Context: an optimization exercise on an open-source flow, tuned for small area and a short achievable clock period. The choices shown serve that exercise and are no tape-out recipe. RTL that was checked went through simulation tests only; none was proved equivalent to the original.

main:
==> flow/design.v <==
module Cordic (
  input  wire        in_clk,
  input  wire        in_rst,
  input  wire        in_enable,
  input  wire [15:0] in_x,
  input  wire [15:0] in_y,
  output wire        out_valid,
  output wire [18:0] out_phase,
  output wire [15:0] out_x,
  output wire [15:0] out_y
);
  function [18:0] atan;
    input integer i;
    begin
      case (i)
        0: atan = 19'h0c90f;
        1: atan = 19'h076b1;
        2: atan = 19'h03eb6;
        3: atan = 19'h01fd5;
        4: atan = 19'h00ffa;
        5: atan = 19'h007ff;
        6: atan = 19'h003ff;
        default: atan = 19'h001ff;
      endcase
    end
  endfunction
  reg [12:0] vld;
  always @(posedge in_clk or negedge in_rst)
    if (!in_rst) vld <= 13'b0;
    else         vld <= {vld[11:0], in_enable};
  assign out_valid = vld[12];
  reg signed [16:0] xr [0:8];
  reg signed [16:0] yr [0:8];
  reg        [7:0]  dr [1:9];    
  always @(posedge in_clk) begin
    xr[0] <= {in_x[15], in_x};
    yr[0] <= {in_y[15], in_y};
  end
  genvar i;
  generate
    for (i = 0; i < 8; i = i + 1) begin : g_stage
      wire               d  = yr[i][16];
      wire signed [16:0] xs = xr[i] >>> i;
      wire signed [16:0] ys = yr[i] >>> i;
      always @(posedge in_clk) begin
        xr[i+1] <= xr[i] + (ys ^ {17{d}}) + d;
        yr[i+1] <= yr[i] + (xs ^ {17{~d}}) + !d;
      end
      if (i == 0) begin : g_d0
        always @(posedge in_clk) dr[1] <= {7'b0, d};
      end else begin : g_dn
        always @(posedge in_clk) dr[i+1] <= (dr[i] & ((8'd1 << i) - 8'd1)) | ({7'b0, d} << i);
      end
    end
  endgenerate
  reg [15:0] xa, ya;      
  reg [11:0] xb, yb;      
  reg        xc, yc;      
  function [28:0] gain1;   
    input signed [16:0] v;
    reg signed [18:0] a;
    reg signed [23:0] b;
    reg        [3:0]  lo;
    begin
      a  = (v <<< 2) + v;
      b  = (v <<< 6) + (v <<< 3) + v;
      lo = {1'b0, a[2:0]} - {1'b0, b[11:9]} - {3'b0, |v[8:0]};
      gain1 = {lo[3], a[18:3], b[23:12]};
    end
  endfunction
  wire [28:0] gx = gain1(xr[8]);
  wire [28:0] gy = gain1(yr[8]);
  always @(posedge in_clk) begin
    {xc, xa, xb} <= gx;
    {yc, ya, yb} <= gy;
    dr[9]        <= dr[8];
  end
  function [18:0] zsum;
    input [3:0] dirs;
    input integer base;
    integer k;
    begin
      zsum = 19'd0;
      for (k = 0; k < 4; k = k + 1)
        zsum = dirs[k] ? zsum - atan(base + k) : zsum + atan(base + k);
    end
  endfunction
  wire [18:0] zlo [0:15];
  wire [18:0] zhi [0:15];
  genvar j;
  generate
    for (j = 0; j < 16; j = j + 1) begin : g_ztab
      assign zlo[j] = zsum(j, 0);
      assign zhi[j] = zsum(j, 4);
    end
  endgenerate
  reg [15:0] ox, oy;
  reg [18:0] oz;
  always @(posedge in_clk) begin
    ox <= xa - {{4{xb[11]}}, xb} - xc;
    oy <= ya - {{4{yb[11]}}, yb} - yc;
    oz <= zlo[dr[9][3:0]] + zhi[dr[9][7:4]];
  end
  assign out_x = ox;
  assign out_y = oy;
  assign out_phase = oz;
endmodule
module CordicVectoring (
  input  wire        in_clk,
  input  wire        in_rst,
  input  wire        in_enable,
  input  wire [15:0] in_x,
  input  wire [15:0] in_y,
  output wire        out_valid,
  output wire [18:0] out_phase,
  output wire [15:0] out_x,
  output wire [15:0] out_y
);
  Cordic u_cordic (
    .in_clk    (in_clk),
    .in_rst    (in_rst),
    .in_enable (in_enable),
    .in_x      (in_x),
    .in_y      (in_y),
    .out_valid (out_valid),
    .out_phase (out_phase),
    .out_x     (out_x),
    .out_y     (out_y)
  );
endmodule
==> flow/config.mk <==
export PLATFORM = sky130hd
export DESIGN_NAME = CordicVectoring
export DESIGN_NICKNAME = CordicVectoring
export VERILOG_FILES = /design/flow/design.v
export SDC_FILE = /design/flow/constraint.sdc
export NUM_CORES = 4
export LEC_CHECK = 0
export CAP_MARGIN = 20
export CORE_MARGIN = 2
export CORE_UTILIZATION = 40
export SLEW_MARGIN = 20
==> flow/constraint.sdc <==
create_clock -name core_clock -period 9.0 [get_ports {in_clk}]
set_input_delay 1.8000 -clock core_clock [delete_from_list [all_inputs] [get_ports {in_clk}]]
set_output_delay 1.8000 -clock core_clock [all_outputs]
set_load 0.01 [all_outputs]
standard.sh (not shown) runs the stock make flow with config.mk's settings and CLKGATE_MAP_FILE= SYNTH_SCRIPT=/design/flow/synth_recipe.tcl, a recipe that flattens the netlist after the stock synthesis.
==> flow/flow/run.sh <==
#!/bin/bash
set -euo pipefail
bash standard.sh \
  SETUP_SLACK_MARGIN=${MARGIN:-6.4} \
  "BUFFER_PORTS_ARGS=-buffer_cell sky130_fd_sc_hd__buf_2" \
  finish > standard.log 2>&1
Here is what was changed in the inputs of the feature branch compared with main.
diff --git a/flow/design.v b/flow/design.v
--- a/flow/design.v
+++ b/flow/design.v
@@ -43,7 +43,10 @@
       wire signed [16:0] xs = xr[i] >>> i;
       wire signed [16:0] ys = yr[i] >>> i;
+      wire        [16:0] xn, yn;
+      padd #(.N(17), .ARCH(1)) u_xadd (.a(xr[i]), .b(ys ^ {17{d}}),  .cin(d),  .s(xn));
+      padd #(.N(17), .ARCH(1)) u_yadd (.a(yr[i]), .b(xs ^ {17{~d}}), .cin(~d), .s(yn));
       always @(posedge in_clk) begin
-        xr[i+1] <= xr[i] + (ys ^ {17{d}}) + d;
-        yr[i+1] <= yr[i] + (xs ^ {17{~d}}) + !d;
+        xr[i+1] <= xn;
+        yr[i+1] <= yn;
       end
       if (i == 0) begin : g_d0
@@ -106,4 +109,38 @@
   assign out_phase = oz;
 endmodule
+module padd #(parameter N = 17, ARCH = 0) (
+  input  wire [N-1:0] a,
+  input  wire [N-1:0] b,
+  input  wire         cin,
+  output wire [N-1:0] s
+);
+  localparam W = N + 1;              
+  localparam L = $clog2(W);
+  localparam D = 2 * L;              
+  wire [W*(D+1)-1:0] g, p;           
+  assign g[W-1:0] = {a & b, cin};
+  assign p[W-1:0] = {a ^ b, 1'b0};
+  genvar l, k;
+  generate
+    for (l = 0; l < D; l = l + 1) begin : lv
+      for (k = 0; k < W; k = k + 1) begin : bt
+        localparam integer J =
+          (ARCH == 0) ? ((l < L && ((k >> l) & 1)) ? ((k >> l) << l) - 1 : -1) :
+          (ARCH == 2) ? ((l < L && k >= (1 << l)) ? k - (1 << l) : -1) :
+          (l < L) ? ((((k + 1) % (2 << l)) == 0) ? k - (1 << l) : -1) :
+          (l < 2 * L - 1) ? (((((k + 1) % (2 << (2 * L - 2 - l))) == (1 << (2 * L - 2 - l))) &&
+                              k >= (2 << (2 * L - 2 - l))) ? k - (1 << (2 * L - 2 - l)) : -1) : -1;
+        if (J >= 0) begin : c
+          assign g[(l+1)*W+k] = g[l*W+k] | (p[l*W+k] & g[l*W+J]);
+          assign p[(l+1)*W+k] = p[l*W+k] & p[l*W+J];
+        end else begin : n
+          assign g[(l+1)*W+k] = g[l*W+k];
+          assign p[(l+1)*W+k] = p[l*W+k];
+        end
+      end
+    end
+  endgenerate
+  assign s = p[W-1:1] ^ g[D*W+N-1:D*W];
+endmodule
 module CordicVectoring (
   input  wire        in_clk,
### Flow results
Against main, area of the multi-input gates in the feature branch fell by a few percent.
From main to the feature branch the numbers moved as follows: first-iteration DRC count shrank by about 30%; net count of the mapped netlist decreased by 168 relative to the old numbers.
The feature branch vs main, cell with the largest stage delay on the worst path: fa_1 vs fa_2
Relative to main, the multi-input combinational cell count measured on the feature branch has decreased by more than 10%.
Setup WNS main -> the feature branch: worse
Compared to main, the feature branch has adder-cell area share of the yosys netlist 7.7 points higher.
[the feature branch] share of the yosys chip area belonging to registers rose 0.89 points relative to main
Going from main to the feature branch, the die area was shrunk.
Summary: final-layout worst hold slack, the feature branch worse than main
No functional check of the RTL was part of the feature branch.

==> port drivers added, routing unchanged <==
Ports are ideal in the flow. The routed layouts listed here were re-timed in OpenROAD.
Step 1 (the two cells are an assumption about what drives the block):
set clk [get_ports {in_clk}]
set_driving_cell -lib_cell sky130_fd_sc_hd__clkbuf_16 $clk
set_driving_cell -lib_cell sky130_fd_sc_hd__buf_2 [delete_from_list [all_inputs] $clk]
Step 2 also shifts input and output timing later by t, the mid clock arrival at the registers, as if the neighbouring blocks saw the same clock.
a / b / c = ideal / step 1 / step 2; a / b = the first two.
| run | shift t [ns] | slack for setup (ns) | cell pins on the clock port's net |
|---|---|---|---|
| main | 0.659 | 6.107 / 6.060 / 6.107 | 1 |
| the feature branch | 0.657 | 6.020 / 6.020 / 6.020 | 1 |
After both steps setup and hold are still met in every run listed.
